Source: an optimization exercise on an open RTL-to-GDS flow (aim: small area and a short achievable clock period). Production flows keep margins and buffers that such runs may drop. Only simulation tests tie the RTL to the original design; equivalence was not proved. The flow treats the clock pin as an ideal source. Dropping or thinning the clock tree relies on that and would not hold on a real chip. Power is estimated from default activity; no workload was simulated.

== red ==
// fir_filter
module fir_filter (
    data_in, data_out, clk, rst
);
    output [17:0] data_out;
    input  [7:0]  data_in;
    input         clk, rst;
    wire [7:0] d = data_in;
    reg  [7:0]  x1n;
    reg  [7:0]  x2;
    reg  [7:0]  x3n;
    reg  [7:0]  x4;
    reg  [7:0]  x5n;
    reg  [7:0]  x6;
    reg  [7:0]  x7;
    reg  [17:0] s;
    wire p1, p2;
    fa u_p1 (.a(x2[0]), .b(x4[0]), .c(x6[0]), .s(p1), .co(p2));
    wire p3, p4;
    fa u_p3 (.a(x7[0]), .b(p1), .c(d[0]), .s(p3), .co(p4));
    wire p5, p6;
    fa u_p5 (.a(x2[1]), .b(x4[1]), .c(x6[1]), .s(p5), .co(p6));
    wire p7, p8;
    fa u_p7 (.a(x7[1]), .b(p2), .c(p5), .s(p7), .co(p8));
    wire p9, p10;
    fa u_p9 (.a(p7), .b(d[1]), .c(p4), .s(p9), .co(p10));
    wire p11, p12;
    fa u_p11 (.a(x2[2]), .b(x4[2]), .c(x6[2]), .s(p11), .co(p12));
    wire p13, p14;
    fa u_p13 (.a(x7[2]), .b(p6), .c(p11), .s(p13), .co(p14));
    wire p15, p16;
    fa u_p15 (.a(p8), .b(p13), .c(d[2]), .s(p15), .co(p16));
    wire p17, p18;
    fa u_p17 (.a(x2[3]), .b(x4[3]), .c(x6[3]), .s(p17), .co(p18));
    wire p19, p20;
    fa u_p19 (.a(x7[3]), .b(p12), .c(p17), .s(p19), .co(p20));
    wire p21, p22;
    fa u_p21 (.a(p14), .b(p19), .c(d[3]), .s(p21), .co(p22));
    wire p23, p24;
    fa u_p23 (.a(x2[4]), .b(x4[4]), .c(x6[4]), .s(p23), .co(p24));
    wire p25, p26;
    fa u_p25 (.a(x7[4]), .b(p18), .c(p23), .s(p25), .co(p26));
    wire p27, p28;
    fa u_p27 (.a(p20), .b(p25), .c(d[4]), .s(p27), .co(p28));
    wire p29, p30;
    fa u_p29 (.a(x2[5]), .b(x4[5]), .c(x6[5]), .s(p29), .co(p30));
    wire p31, p32;
    fa u_p31 (.a(x7[5]), .b(p24), .c(p29), .s(p31), .co(p32));
    wire p33, p34;
  ...
Size: roughly 390 cells after synthesis, roughly 4900 um^2 of cells after synthesis.
==> flow/config.mk <==
export PLATFORM = sky130hd
export DESIGN_NAME = fir_filter
export DESIGN_NICKNAME = fir_filter
export VERILOG_FILES = /design/flow/design.v
export SDC_FILE = /design/flow/constraint.sdc
export NUM_CORES = 4
export LEC_CHECK = 0
export CAP_MARGIN = 20
export CORE_MARGIN = 2
export CORE_UTILIZATION = 58
export SETUP_SLACK_MARGIN = 3.8
export SLEW_MARGIN = 20
export SYNTH_HIERARCHICAL = 1
==> flow/constraint.sdc <==
create_clock -name core_clock -period 11.0 [get_ports {clk}]
set_input_delay 2.2000 -clock core_clock [delete_from_list [all_inputs] [get_ports {clk}]]
set_output_delay 2.2000 -clock core_clock [all_outputs]
set_load 0.01 [all_outputs]
standard.sh (not shown) runs the stock make flow with config.mk's settings and CLKGATE_MAP_FILE= SYNTH_SCRIPT=/design/flow/synth_recipe.tcl, a recipe that flattens the netlist after the stock synthesis.
==> flow/flow/run.sh <==
#!/bin/bash
# Layout flow: the standard ORFS flow (standard.sh, unchanged synthesis),
# with these layout changes:
#  - ports are buffered with the smallest buffer (repair_timing upsizes the
#    ones on critical paths) instead of the delay cell buffer_ports picks;
#  - the clock tree is a root buffer and four leaf buffers (flow/cts_tree.tcl,
#    sourced before the CTS step) instead of TritonCTS's 9-buffer H-tree.
# Each tool's output is in this folder's orfs/logs; the make output is in
# flow.log.
set -euo pipefail
here=$(cd "$(dirname "$0")" && pwd)
export BUFFER_PORTS_ARGS="-buffer_cell sky130_fd_sc_hd__buf_1"
export PRE_CTS_TCL="$here/cts_tree.tcl"
export CTS_NLEAF=4
export CTS_ROOT_CELL=sky130_fd_sc_hd__clkbuf_8
export CTS_LEAF_CELL=sky130_fd_sc_hd__clkbuf_8
bash standard.sh finish > flow.log 2>&1
Other scripts of this flow, unchanged in this note and not shown: flow/flow/cts_tree.tcl
The inputs of blue differ from those of red as listed below.
diff --git a/flow/config.mk b/flow/config.mk
--- a/flow/config.mk
+++ b/flow/config.mk
@@ -10,2 +10,2 @@
-export CORE_UTILIZATION = 58
-export SETUP_SLACK_MARGIN = 3.8
+export CORE_UTILIZATION = 72
+export SETUP_SLACK_MARGIN = 3.7
==> comparison <==
Taking red as the reference, in blue switching power as a share of total power went up by 0.61 points; post-CTS setup buffer count lower.
red → blue: post-layout utilization of the core went up 13 points; cell count after placement went down 5.0%; final standard cell area without fillers went down about 2%; die area went down about 19%.
## Diff of input files: green against blue
diff --git a/flow/config.mk b/flow/config.mk
--- a/flow/config.mk
+++ b/flow/config.mk
@@ -10 +10,2 @@
-export CORE_UTILIZATION = 72
+export CORE_UTILIZATION = 58
+export GPL_TIMING_DRIVEN = 0
Findings:
The worst hold slack of green was inferior to that of blue.
Max-slew headroom at the worst pin: higher on green
Taking blue as the reference point, the global-route usage of green falls by 3.4 points.
[compare] base=blue new=green: final setup slack of the worst path went down by 0.11 ns; area of the die went up by 1700 um^2; logic gate share of total power went up by 4.9 points.
What orange does differently from green at the input level:
diff --git a/flow/config.mk b/flow/config.mk
--- a/flow/config.mk
+++ b/flow/config.mk
@@ -10,3 +10,2 @@
-export CORE_UTILIZATION = 58
-export GPL_TIMING_DRIVEN = 0
-export SETUP_SLACK_MARGIN = 3.7
+export CORE_UTILIZATION = 65
+export SETUP_SLACK_MARGIN = 3.5
### Flow results
orange completed end to end with timing, DRC and antenna clean. Cmp orange vs green: final clock skew lower in orange. Compared with green, orange shows a lower total half-perimeter wirelength after legalization and detailed placement. orange vs. green: worst setup slack now sits lower, maximum frequency now sits lower, detail-routed net length per standard cell now sits lower. Compared with green, orange shows cell count along the critical path lower by 1. Compared with green, in orange combinational share of power lower; power of the sequential group level; layout overhead on the synthesized area down 6.8 points; met1 wire length went down. green was larger in final cell area than orange.
No run of this note takes its clock network from TritonCTS; it comes from the design's own scripts or RTL.

==> re-timing with driven ports <==
In the flow no input, the clock included, has a driving cell. The finished layouts below were timed again as built, in two steps. Step 1 assumes that a clkbuf_16 drives the clock port and a buf_2 every other input. Step 2 also shifts input and output timing later by t, the mid clock arrival at the registers, as if the neighbouring blocks saw the same clock. Three values: ideal ports, drivers, drivers and shift; two values: the first two.
run	t (ns)	setup slack, ns	worst setup path after step 2
red	0.358	3.822 / 3.771 / 3.737	input to register
blue	0.357	3.780 / 3.730 / 3.572	input to register
green	0.362	3.671 / 3.621 / 3.617	input to register
orange	0.364	3.640 / 3.617 / 3.573	input to register
After both steps setup and hold are still met in every run listed. The setup slack of blue, which loses most, moves by -0.050 ns with the drivers and by -0.208 ns with both steps.
